Context: an optimization exercise on an open-source flow, tuned for small area. The choices shown serve that exercise and are no tape-out recipe. At most, simulation tests tie the RTL to the original design; equivalence was not proved.

// FFT_top
module FFT_top (
input	wire 			clk,reset_n,
input	wire			start,
input	wire 	[15:0]	s_in,
output	wire 			s2p_en,
output	wire[15:0]		X_0_re,X_1_re,
						X_4_re,X_5_re,
						X_0_im,X_1_im,
						X_4_im,X_5_im,
						X_2_re,X_3_re,
						X_6_re,X_7_re,
						X_2_im,X_3_im,
						X_6_im,X_7_im
);
==> module FFT_top, before the edit <==
module FFT_top (
input	wire 			clk,reset_n,
input	wire			start,
input	wire 	[15:0]	s_in,
output	wire 			s2p_en,
output	wire[15:0]		X_0_re,X_1_re,
						X_4_re,X_5_re,
						X_0_im,X_1_im,
						X_4_im,X_5_im,
						X_2_re,X_3_re,
						X_6_re,X_7_re,
						X_2_im,X_3_im,
						X_6_im,X_7_im
);
reg       toggle, en, primed;
reg [2:0] p;                  
always @(posedge clk, negedge reset_n) begin
  if (!reset_n) begin
    toggle <= 1'b0; en <= 1'b0; p <= 3'd0; primed <= 1'b0;
  end else begin
    if (start) toggle <= ~toggle;
    en <= toggle & ~start;
    if (en) p <= p + 3'd1;
    if (en && p == 3'd7) primed <= 1'b1;
  end
end
assign s2p_en = en;
wire p0 = (p == 3'd0), p1 = (p == 3'd1), p2 = (p == 3'd2), p3 = (p == 3'd3);
wire p4 = (p == 3'd4), p5 = (p == 3'd5), p6 = (p == 3'd6), p7 = (p == 3'd7);
reg [15:0] d1, d2;             
always @(posedge clk) if (en) begin d1 <= s_in; d2 <= d1; end
reg [15:0] X0a, ABa, A2p;
reg [15:1] X4a;
wire [15:0] xg = en ? d2 : 16'd0;
wire        sub4  = en & (p6 | p7 | p0 | p1);
wire        subab = en & (p4 | p5 | p0 | p1);
wire        init0 = en & p2;
wire        initab = en & (p2 | p6);
wire [15:0] x0s, x4s, abs_;
rca #(16) ax0 (.a(init0  ? 16'd0 : X0a), .b(xg),                 .ci(1'b0),  .s(x0s));
rca #(16) ax4 (.a(init0  ? 16'd0 : {X4a[15:1], X0a[0]}), .b(xg ^ {16{sub4}}), .ci(sub4), .s(x4s));
rca #(16) aab (.a(initab ? 16'd0 : ABa), .b(xg ^ {16{subab}}),   .ci(subab), .s(abs_));
always @(posedge clk) begin
  X0a <= x0s; X4a <= x4s[15:1]; ABa <= abs_;
  if (en && p6) A2p <= ABa;
end
wire [15:0] da = p7 ? d1 : d2;
wire [15:0] db = p7 ? s_in : d1;
wire [15:0] df;
rca #(16) adf (.a(da), .b(~db), .ci(1'b1), .s(df));
reg  [15:0] C, D;
reg  [16:0] R1, R2;           
reg         m_p, nz_p, nzv_p;
wire [16:0] es = {R2[15], R2[15:0]};
wire [16:0] fs = {df[15], df};
wire [16:0] dif, sum;
rca #(17) aum (.a(es), .b(~fs), .ci(1'b1), .s(dif));    
rca #(17) aup (.a(es), .b(fs),  .ci(1'b0), .s(sum));    
wire        m_n = (df == 16'h8000);
wire [16:0] u1r = {dif[16] ^ m_n, dif[15:0]};           
wire [15:0] my;
mulw umul (.u(R1), .y(my));
wire [15:0] pa = p0 ? C : D;
wire [15:0] XS, YS;
rca #(16) aX (.a(pa), .b(my),  .ci(~p0 & nzv_p), .s(XS));    
rca #(16) aY (.a(pa), .b(~my), .ci(p0 | ~nzv_p), .s(YS));    
always @(posedge clk) if (en) begin
  if (p2) C <= df;
  if (p4) D <= df;
  if (p6) R2 <= {1'b0, df};
  if (p7) begin
    R1 <= u1r; R2 <= sum;
    m_p <= m_n; nz_p <= |u1r[13:0]; nzv_p <= |sum[13:0];
  end
  if (p0) begin R1 <= R2; R2[15:0] <= XS; C <= YS; end
  if (p1) begin R1[15:0] <= XS; D <= YS; end
end
wire [15:0] P = R2[15:0], Q = C, R = D, S = R1[15:0];
reg [15:0] H0, HP, HR;
reg [15:1] H4, HA2, HB2, HQ, HS;
reg        Hm, Hnz;
always @(posedge clk, negedge reset_n) begin
  if (!reset_n) begin
    H0 <= 16'd0; H4 <= 15'd0; HA2 <= 15'd0; HB2 <= 15'd0;
    HP <= 16'd0; HQ <= 15'd0; HR <= 16'd0; HS <= 15'd0;
    Hm <= 1'b0; Hnz <= 1'b0;
  end else if (en && p2 && primed) begin
    H0 <= X0a; H4 <= X4a; HA2 <= A2p[15:1]; HB2 <= ABa[15:1];
    HP <= P; HQ <= Q[15:1]; HR <= R; HS <= S[15:1];
    Hm <= m_p; Hnz <= nz_p;
  end
end
wire        b2lsb = H0[1] ^ H4[1];
wire [15:0] fX4 = {H4, H0[0]};
wire [15:0] fA2 = {HA2, b2lsb ^ H0[0]};
wire [15:0] fB2 = {HB2, b2lsb};
wire [15:0] fQ  = {HQ, HP[0]};
wire [15:0] fS  = {HS, HR[0]};
wire [15:0] K  = Hm ? 16'hB504 : 16'd0;
wire [15:0] nK = Hm ? 16'h4AFC : 16'd0;       
wire [15:0] x7r, x3r, x1i, x5i, x2i;
rca #(16) o7r (.a(HP),  .b(K),   .ci(Hnz),  .s(x7r));   
rca #(16) o3r (.a(fQ),  .b(~K),  .ci(~Hnz), .s(x3r));   
rca #(16) o1i (.a(~fS), .b(nK),  .ci(1'b1), .s(x1i));   
rca #(16) o5i (.a(~HR), .b(K),   .ci(1'b1), .s(x5i));   
rca #(16) o2i (.a(~fB2), .b(16'd0), .ci(1'b1), .s(x2i));  
assign X_0_re = H0;   assign X_0_im = 16'd0;
assign X_4_re = fX4;   assign X_4_im = 16'd0;
assign X_2_re = fA2;  assign X_2_im = x2i;
assign X_6_re = fA2;  assign X_6_im = fB2;
assign X_1_re = HP;   assign X_1_im = x1i;
assign X_5_re = fQ;   assign X_5_im = x5i;
assign X_3_re = x3r;  assign X_3_im = HR;
assign X_7_re = x7r;  assign X_7_im = fS;
endmodule
export LEC_CHECK = 0
export ABC_AREA = 1
export CAP_MARGIN = 20
export CORE_MARGIN = 2
export CORE_UTILIZATION = 70
export CTS_BUF_LIST = sky130_fd_sc_hd__clkbuf_16
export CTS_CLUSTER_DIAMETER = 100
export CTS_CLUSTER_SIZE = 25
export SLEW_MARGIN = 20
create_clock -name core_clock -period 12.0 [get_ports {clk}]
standard.sh (not shown) runs the stock make flow with config.mk's settings and CLKGATE_MAP_FILE= SYNTH_SCRIPT=/design/flow/synth_recipe.tcl, a recipe that flattens the netlist after the stock synthesis.
==> flow/flow/run.sh <==
#!/bin/bash
# Standard layout, except that the port buffers the standard flow's flow adds are the
# smallest buffer (buf_1) instead of the default choice, and one tie cell
# drives the constant outputs.
set -euo pipefail
bash standard.sh "BUFFER_PORTS_ARGS=-buffer_cell sky130_fd_sc_hd__buf_1" SKIP_REPAIR_TIE_FANOUT=1 finish > standard_flow.log 2>&1
==> next run, changes <==
--- a/flow/design.v
+++ b/flow/design.v
@@ -84,37 +84,37 @@
 wire [15:0] da = p7 ? d1 : d2;
 wire [15:0] db = p7 ? s_in : d1;
 wire [15:0] df;
 rca #(16) adf (.a(da), .b(~db), .ci(1'b1), .s(df));
 reg  [15:0] C, D;
-reg  [16:0] R1, R2;           
+reg  [16:0] E, F;
 reg         m_p, nz_p, nzv_p;
-wire [16:0] es = {R2[15], R2[15:0]};
+wire [16:0] es = {E[15], E[15:0]};
 wire [16:0] fs = {df[15], df};
 wire [16:0] dif, sum;
 rca #(17) aum (.a(es), .b(~fs), .ci(1'b1), .s(dif));    
 rca #(17) aup (.a(es), .b(fs),  .ci(1'b0), .s(sum));    
 wire        m_n = (df == 16'h8000);
 wire [16:0] u1r = {dif[16] ^ m_n, dif[15:0]};           
 wire [15:0] my;
-mulw umul (.u(R1), .y(my));
-wire [15:0] pa = p0 ? C : D;
-wire [15:0] XS, YS;
-rca #(16) aX (.a(pa), .b(my),  .ci(~p0 & nzv_p), .s(XS));    
-rca #(16) aY (.a(pa), .b(~my), .ci(p0 | ~nzv_p), .s(YS));    
+mulw umul (.u(p0 ? F : E), .y(my));
 always @(posedge clk) if (en) begin
   if (p2) C <= df;
   if (p4) D <= df;
-  if (p6) R2 <= {1'b0, df};
+  if (p6) E <= {1'b0, df};
   if (p7) begin
-    R1 <= u1r; R2 <= sum;
+    E <= sum; F <= u1r;
     m_p <= m_n; nz_p <= |u1r[13:0]; nzv_p <= |sum[13:0];
   end
-  if (p0) begin R1 <= R2; R2[15:0] <= XS; C <= YS; end
-  if (p1) begin R1[15:0] <= XS; D <= YS; end
+  if (p0) F[15:0] <= my;
+  if (p1) E[15:0] <= my;
 end
-wire [15:0] P = R2[15:0], Q = C, R = D, S = R1[15:0];
+wire [15:0] P, Q, R, S;
+rca #(16) aP (.a(C), .b(F[15:0]),  .ci(1'b0),   .s(P));     
+rca #(16) aQ (.a(C), .b(~F[15:0]), .ci(1'b1),   .s(Q));     
+rca #(16) aR (.a(D), .b(~E[15:0]), .ci(~nzv_p), .s(R));     
+rca #(16) aS (.a(D), .b(E[15:0]),  .ci(nzv_p),  .s(S));     
 reg [15:0] H0, HP, HR;
 reg [15:1] H4, HA2, HB2, HQ, HS;
 reg        Hm, Hnz;
 always @(posedge clk, negedge reset_n) begin
   if (!reset_n) begin
The changed run ran to the end with no violations.
Global-route usage is higher by 0.35 points.
Non-clock buffer count is higher by 6.
Worst setup slack is worse by 0.44 ns.
Cell area is higher by about 0.6%.
Function not checked in the first run of this note: the RTL went through the layout flow alone.

## separate check: timing with driven ports
Ports are ideal in the flow. The routed layouts listed here were re-timed in OpenROAD. Step 1 sets driving cells, clkbuf_16 on the clock port and buf_2 on the other inputs (assumed; they add their load-dependent delay and slew). Step 2 times the ports against the registers' clock, not the clock port: input delays grow and output delays shrink by t, the midpoint of the rising clock arrivals with the driver on. Three values: ideal ports, drivers, drivers and shift; two values: the first two.
| run | shift t [ns] | setup slack, ns | clock arrival spread, ns | worst register clock-pin slew, ns | pins driven straight from the clock port |
|---|---|---|---|---|---|
| the first run | 0.558 | 1.130 / 1.130 / 1.130 | 0.017 / 0.017 | 0.11 / 0.11 | 1 |
| the second run | 0.558 | 0.694 / 0.694 / 0.694 | 0.020 / 0.020 | 0.11 / 0.11 | 1 |
After both steps every run listed still meets setup and hold.
